What follows belongs to an exercise in optimizing a design on an open flow for a short achievable clock period and few clock cycles; a production flow would make more cautious choices.
The RTL was checked by simulation tests, not by an equivalence proof against the original design.
Power figures rest on the tool's default switching activity, not on a simulated workload.

`flow/config.mk`:
```
export PLATFORM = sky130hd
export DESIGN_NAME = cpu
export DESIGN_NICKNAME = cpu
export VERILOG_FILES = /design/flow/design.v
export SDC_FILE = /design/flow/constraint.sdc
export NUM_CORES = 4
export LEC_CHECK = 0
export CAP_MARGIN = 20
export CORE_MARGIN = 2
export CORE_UTILIZATION = 40
export PLACE_DENSITY = 0.6
export SETUP_SLACK_MARGIN = 0.3
export SLEW_MARGIN = 20
```
`flow/run.sh`:
```
#!/bin/bash
# synth_recipe.tcl (not shown) runs the flow's synth.tcl, then flattens the netlist and writes it again
# the make line also repeats each setting of config.mk as NAME=value (left out here)
make -C /OpenROAD-flow-scripts/flow DESIGN_CONFIG=/design/flow/config.mk WORK_HOME=/design/flow/orfs CLKGATE_MAP_FILE= SYNTH_SCRIPT=/design/flow/synth_recipe.tcl finish
```
`flow/constraint.sdc`:
```
create_clock -name core_clock -period 17.0 [get_ports {clk}]
set_input_delay 3.4000 -clock core_clock [delete_from_list [all_inputs] [get_ports {clk}]]
set_output_delay 3.4000 -clock core_clock [all_outputs]
set_load 0.01 [all_outputs]
```
`flow/design.v`:
```
module cpu(clk, rst_n, hlt, pc, instr, dmem_addr, dmem_wdata, dmem_re, dmem_we, dmem_rdata);
	input clk, rst_n;
	output hlt;
	output [15:0] pc;
	input [15:0] instr;
	output [15:0] dmem_addr;
	output [15:0] dmem_wdata;
	output dmem_re;
	output dmem_we;
	input [15:0] dmem_rdata;
	reg [15:0] ir;         
	reg        irv;        
	reg [15:0] pci;        
	reg [15:0] seq;        
	reg [15:0] opa, opb;   
	reg        fn, fz, fv;
	reg        hlt_q, we_q, re_q;
	wire [3:0] op = ir[15:12];
	wire [15:0] bx = op[0] ? ~opb : opb;
	wire [15:0] as_r = opa + bx + {15'd0, op[0]};
	wire as_pos = ~opa[15] & ~bx[15] & as_r[15];
	wire as_neg = opa[15] & bx[15] & ~as_r[15];
	wire [15:0] as_sum = as_pos ? 16'h7FFF : (as_neg ? 16'h8000 : as_r);
	wire [8:0] red_u = {1'b0, opa[15:8]} + {1'b0, opb[15:8]};
	wire [8:0] red_l = {1'b0, opa[7:0]} + {1'b0, opb[7:0]};
	wire [12:0] red_s = {1'b0, {3{red_u[8]}}, red_u} + {1'b0, {3{red_l[8]}}, red_l};
	wire [15:0] red_o = {{3{red_s[12]}}, red_s};
	wire [3:0] sh = ir[3:0];
	wire [15:0] sll_o = opa << sh;
	wire [31:0] sra_w = {{16{opa[15]}}, opa} >> sh;
	wire [15:0] sra_o = sra_w[15:0];
	wire [31:0] ror_w = {opa, opa} >> sh;
	wire [15:0] ror_o = ror_w[15:0];
	wire [15:0] pad_o;
	genvar gi;
	generate for (gi = 0; gi < 4; gi = gi + 1) begin : g_pad
		wire [3:0] a4 = opa[4*gi+3:4*gi];
		wire [3:0] b4 = opb[4*gi+3:4*gi];
		wire [3:0] r4 = a4 + b4;
		assign pad_o[4*gi+3:4*gi] = (~a4[3] & ~b4[3] & r4[3]) ? 4'b0111 :
		                            ((a4[3] & b4[3] & ~r4[3]) ? 4'b1000 : r4);
	end endgenerate
	wire [15:0] ma = {opa[15:1], 1'b0};
	wire [15:0] mo = {{11{ir[3]}}, ir[3:0], 1'b0};
	wire [15:0] ma_r = ma + mo;
	wire [15:0] maddr = (~ma[15] & ~mo[15] & ma_r[15]) ? 16'h7FFF :
	                    ((ma[15] & mo[15] & ~ma_r[15]) ? 16'h8000 : ma_r);
	reg [15:0] alu;
	always @* begin
		case (op)
			4'h0, 4'h1: alu = as_sum;
			4'h2: alu = opa ^ opb;
			4'h3: alu = red_o;
			4'h4: alu = sll_o;
			4'h5: alu = sra_o;
			4'h6: alu = ror_o;
			4'h7: alu = pad_o;
			4'hA: alu = {opa[15:8], ir[7:0]};
			4'hB: alu = {ir[7:0], opa[7:0]};
			default: alu = maddr;
		endcase
	end
	wire x_we = irv & (~op[3] | (op == 4'h8) | (op == 4'hA) | (op == 4'hB) | (op == 4'hE));
	wire [3:0] x_rd = ir[11:8];
	wire [15:0] x_wd = (op == 4'h8) ? dmem_rdata : ((op == 4'hE) ? seq : alu);
	reg cond;
	always @* begin
		case (ir[11:9])
			3'b000: cond = ~fz;
			3'b001: cond = fz;
			3'b010: cond = ~fz & ~fn;
			3'b011: cond = fn;
			3'b100: cond = fz | ~fn;
			3'b101: cond = fn | fz;
			3'b110: cond = fv;
			default: cond = 1'b1;
		endcase
	end
	wire [15:0] bo = {{6{ir[8]}}, ir[8:0], 1'b0};
	wire [15:0] bt_r = seq + bo;
	wire [15:0] btgt = (~seq[15] & ~bo[15] & bt_r[15]) ? 16'h7FFF :
	                   ((seq[15] & bo[15] & ~bt_r[15]) ? 16'h8000 : bt_r);
	wire taken = (op[3:1] == 3'b110) & cond;
	wire [15:0] npc = (op == 4'hF) ? pci : (taken ? (op[0] ? opa : btgt) : seq);
	wire [15:0] fpc = irv ? npc : 16'h0000;
	assign pc = fpc;
	assign hlt = hlt_q;
	assign dmem_addr = maddr;
	assign dmem_wdata = opb;
	assign dmem_re = re_q;
	assign dmem_we = we_q & rst_n;
	wire [15:0] rfq [0:15];
	generate for (gi = 0; gi < 16; gi = gi + 1) begin : g_rf
		reg [15:0] q;
		always @(posedge clk)
			if (!rst_n) q <= 16'h0000;
			else if (x_we && x_rd == gi) q <= x_wd;
		assign rfq[gi] = q;
	end endgenerate
	wire [3:0] fop = instr[15:12];
	wire [3:0] fs1 = (fop[3:1] == 3'b101) ? instr[11:8] : instr[7:4];
	wire [3:0] fs2 = (fop == 4'h9) ? instr[11:8] : instr[3:0];
	wire [15:0] opa_n = (x_we && x_rd == fs1) ? x_wd : rfq[fs1];
	wire [15:0] opb_n = (x_we && x_rd == fs2) ? x_wd : rfq[fs2];
	wire [15:0] fpc_r = fpc + 16'd2;
	wire [15:0] fseq = (~fpc[15] & fpc_r[15]) ? 16'h7FFF : fpc_r;
	always @(posedge clk) begin
		ir <= instr;
		pci <= fpc;
		seq <= fseq;
		opa <= opa_n;
		opb <= opb_n;
		re_q <= (fop == 4'h8);
		if (!rst_n) begin
			irv <= 1'b0;
			hlt_q <= 1'b0;
			we_q <= 1'b0;
			fn <= 1'b0;
			fz <= 1'b0;
			fv <= 1'b0;
		end else begin
			irv <= 1'b1;
			hlt_q <= (fop == 4'hF);
			we_q <= (fop == 4'h9);
			if (irv && op[3:1] == 3'b000) begin
				fn <= as_sum[15];
				fz <= (as_sum == 16'h0000);
				fv <= as_pos | as_neg;
			end else if (irv && (op == 4'h2 || op == 4'h4 || op == 4'h5 || op == 4'h6)) begin
				fz <= (alu == 16'h0000);
			end
		end
	end
endmodule
```
==> notes.md <==
* Period Utilization, post-route at 53.8%
* Pleak at 0.00955 uW
* Vias in the first global route at 23492
* CTS root buf: clkbuf_16
* Design Power at 2370 uW
* Worst setup SP type: flip-flop
* Starting DRC count in detailed routing at 3274
* Top-area cell type share of the netlist area at 30.1%
* Arrival @ worst endpoint at 5.74 ns
* Crit path required time at 13.60 ns
* Core area at 56400 um2
* Max_slew headroom at 18.8%
* Slowest stage cell, crit path: nor2b_1
* Critical path type: flip-flop to output port
* Mean Syn Cell Area at 7.86 um2
* Crit-path cells: buf_4 -> inv_2 -> fa_1 -> nand2b_1 -> a21oi_1 -> o2111ai_1 -> a21oi_1 -> o21ai_0 -> a21oi_1 -> or2_2 -> fa_1 -> nor2b_1 -> nor3b_1 -> or2_2 -> clkdlybuf4s50_1
* Worst Skew at 0.0303 ns
* Ys flop type: dfxtp_1
* Share of cells above drive strength 1 at 9.21%
* Post_cts resized at 0
* Post-synthesis cell type count at 108
* Fmax at 0.109 GHz
* Num rows at 87
* Initial Util at 40.5%
* Antenna viol nets, final at 0
* Most frequent cells in the layout: nand2_1, dfxtp_1, nor2_1
* CP max FO at 41
* DRC at 0
* Vias per inst at 6.81
* CTS tree: built
* Slew @ Worst Pin at 1.21 ns
* Max incr delay on CP at 0.60 ns
* Synthesized instance count at 2905
* DRT Wirelength at 110000 um
* Total GRT Usage at 35.9%
* Via count at 25169
* Register area share after synthesis at 30.1%
* Die span in x at 243 um
* Filler Cell Count at 5657
* Critical Path Sink Type: output port
* DR WL/cell at 29.8 um
* Longest Clk Path Bufs at 3
* Fin crit period at 9.14 ns
* Cts bufs inserted at 40
* Post-CTS Setup Bufs at 0
* First-pass GRT wire length at 159000 um
* Post-synth top area cell: dfxtp_1
* Max-cap viol count at 0
* Final Setup Violations at 0
* Power density over the cells at 91.9 nW/um2
* Buf+Inv Stages, Crit Path at 3
* Clock transition at path regs at 0.06 ns
* CTS H-tree lvls at 2
* Antenna violations before repair at 3
* Nets@finish at 3033
* DIE HEIGHT at 243 um
* CTS sink count at 343
* DP HPWL at 74900 um
* Die ar. at 59000 um2
* Port Buf Inserts at 84
* Status: complete, no violations
* Clk Latency, worst-skew pair at 0.60 ns
* Fin. max-slew vios at 0
* Gr ovfl total at 0
* Setup_tns at 0 ns
* Pre-antenna DRT Iters at 7
* Number of synthesized register bits at 343
* Syn_nets at 3027
* Most common cell after layout, fill and taps aside: nand2_1
* Largest cells by area after synthesis: dfxtp_1, nand2_1, a21oi_1
* Largest delay contributor family on the critical path: simple AND/OR/NAND/NOR gates
* Hold Violations, Final at 0
* Max VDD drop at 0.0992 mV
* Synth-to-layout area growth at 13.1%
* Worst Hold Class: flip-flop to flip-flop
* Hold_buf cts at 0
* Routability-driven placement congestion ratio at 1.02
* Ys Warns at 1
* Largest net degree at the start of global routing at 103
* Ys async rst share at 0%
* Cell Area, Synth at 22800 um2
* RSZ-0062 raised after global routing: no
* CP most frequent cell: a21oi_1
* I/O Pins at 85
* Post-synth EDFFs at 0
metal layers:
layer / routed length [um] / GRT usage, %
met1: 41800 / 45.3
met2: 46800 / 54.1
met3: 12900 / 9.12
met4: 8600 / 23.6
met5: 37 / 0
state kept, by name (all words and copies together), names as in the netlist:
register,flops
fz,1
hlt_q,1
we_q,1
opb,16
g_rf.q,256
pci,16
opa,16
irv,1
fv,1
ir,16
seq,16
re_q,1
fn,1
power by group:
| part | leakage [uW] | switching [uW] | internal [uW] |
|---|---|---|---|
| Sequential | 0.00278 | 32.8 | 826 |
| Combinational | 0.00606 | 371 | 190 |
| Clock | 0.000709 | 384 | 569 |
path summary, 6_finish.rpt:
path                 startpoint       endpoint  slack [ns]  cells after the start
setup / recovery          ir[1]  dmem_addr[12]        7.86                     15
hold / removal    g_rf[14].q[6]  g_rf[14].q[6]        0.47                      2
setup reg to reg          ir[1]         opb[5]       10.29                     18
hold reg to reg   g_rf[14].q[6]  g_rf[14].q[6]        0.47                      2
Yosys cell counts (32+ instances only):
library cell,count
dfxtp_1,343
a211oi_1,54
nor2_1,220
a31oi_1,34
nand2_1,417
a21oi_1,212
nand3_1,158
nor3_1,37
clkbuf_1,141
a22oi_1,92
nand2b_1,32
o21ai_0,166
inv_1,58
buf_2,41
a221oi_1,83
xnor2_1,42
ha_1,79
o22ai_1,37
a22o_1,80
mux2i_1,51
nand4_1,50
worst reg2reg max path, stage by stage (launching register included):
cell and delay, ns:
dfxtp_2 0.31, buf_4 0.42, inv_2 0.43, fa_1 0.57
nand2b_1 0.19, a21oi_1 0.41, o2111ai_1 0.23, a21oi_1 0.20
o21ai_0 0.14, a21oi_1 0.15, or2_2 0.12, fa_1 0.43
nor2b_1 0.60, o311a_1 0.31, a31oi_1 0.11, nor4_1 0.64
a211oi_1 0.19, a21oi_2 0.84, mux2i_1 0.22
layout make-up:
cell class,count,area (um2),area share [%]
multi-input combinational,2293,14800,57.4
antenna,1,2.50,0.00969
timing repair buffer,173,1510,5.83
clock inverter,20,302,1.17
inverter,60,228,0.882
clock buffer,52,1140,4.40
sequential,343,6870,26.6
tap,756,946,3.66
logic make-up after synthesis:
| kind of cell | Yosys count | share of synthesized area, % |
|---|---|---|
| mux | 87 | 5.15 |
| simple gates | 1058 | 21.5 |
| xor+xnor | 70 | 2.69 |
| fa+ha+maj | 89 | 5.16 |
| flops | 343 | 30.1 |
| buf+inv | 269 | 5.14 |
| compound gates | 989 | 30.3 |
stage by stage:
step | setup WS, ns | hold slack, ns | area (um2) | util, % | cells
6_report | 7.86 | 0.473 | 25800 | 45.8 | 3698
5_1_grt | 7.53 | 0.492 | 25800 | 45.8 | 3697
4_1_cts | 7.89 | 0.475 | 25800 | 45.8 | 3697
3_5_place_dp | 8.52 | 0.466 | 24400 | 43.2 | 3625
3_3_place_gp | 8.51 | 0.459 | 24400 | 43.2 | 3625
2_1_floorplan | 9.16 | 0.449 | 22800 | - | 2905
Testbench counts, summed over its fixed seeds: cycles 76,082.

-- afterwards: timing with drivers on the ports --
No port has a modelled driver above. Below, the same layout with a new extraction and two added sets of constraints.
Step 1 assumes that a clkbuf_16 drives the clock port and a buf_2 every other input.
Step 2 also shifts input and output timing later by t, the mid clock arrival at the registers, as if the neighbouring blocks saw the same clock.
Three values: no drivers, after step 1, after step 2; two values: the first two.
t (ns): 0.640
setup WS [ns]: 7.860 / 7.802 / 8.442
worst setup path after step 2: register to output
slew at the worst register clock pin (ns): 0.07 / 0.07
worst data-port slew with drivers (ns): 0.07
After both steps this run still meets setup and hold. For this run, drivers alone change the setup slack by -0.058 ns; drivers and shift together by +0.582 ns.
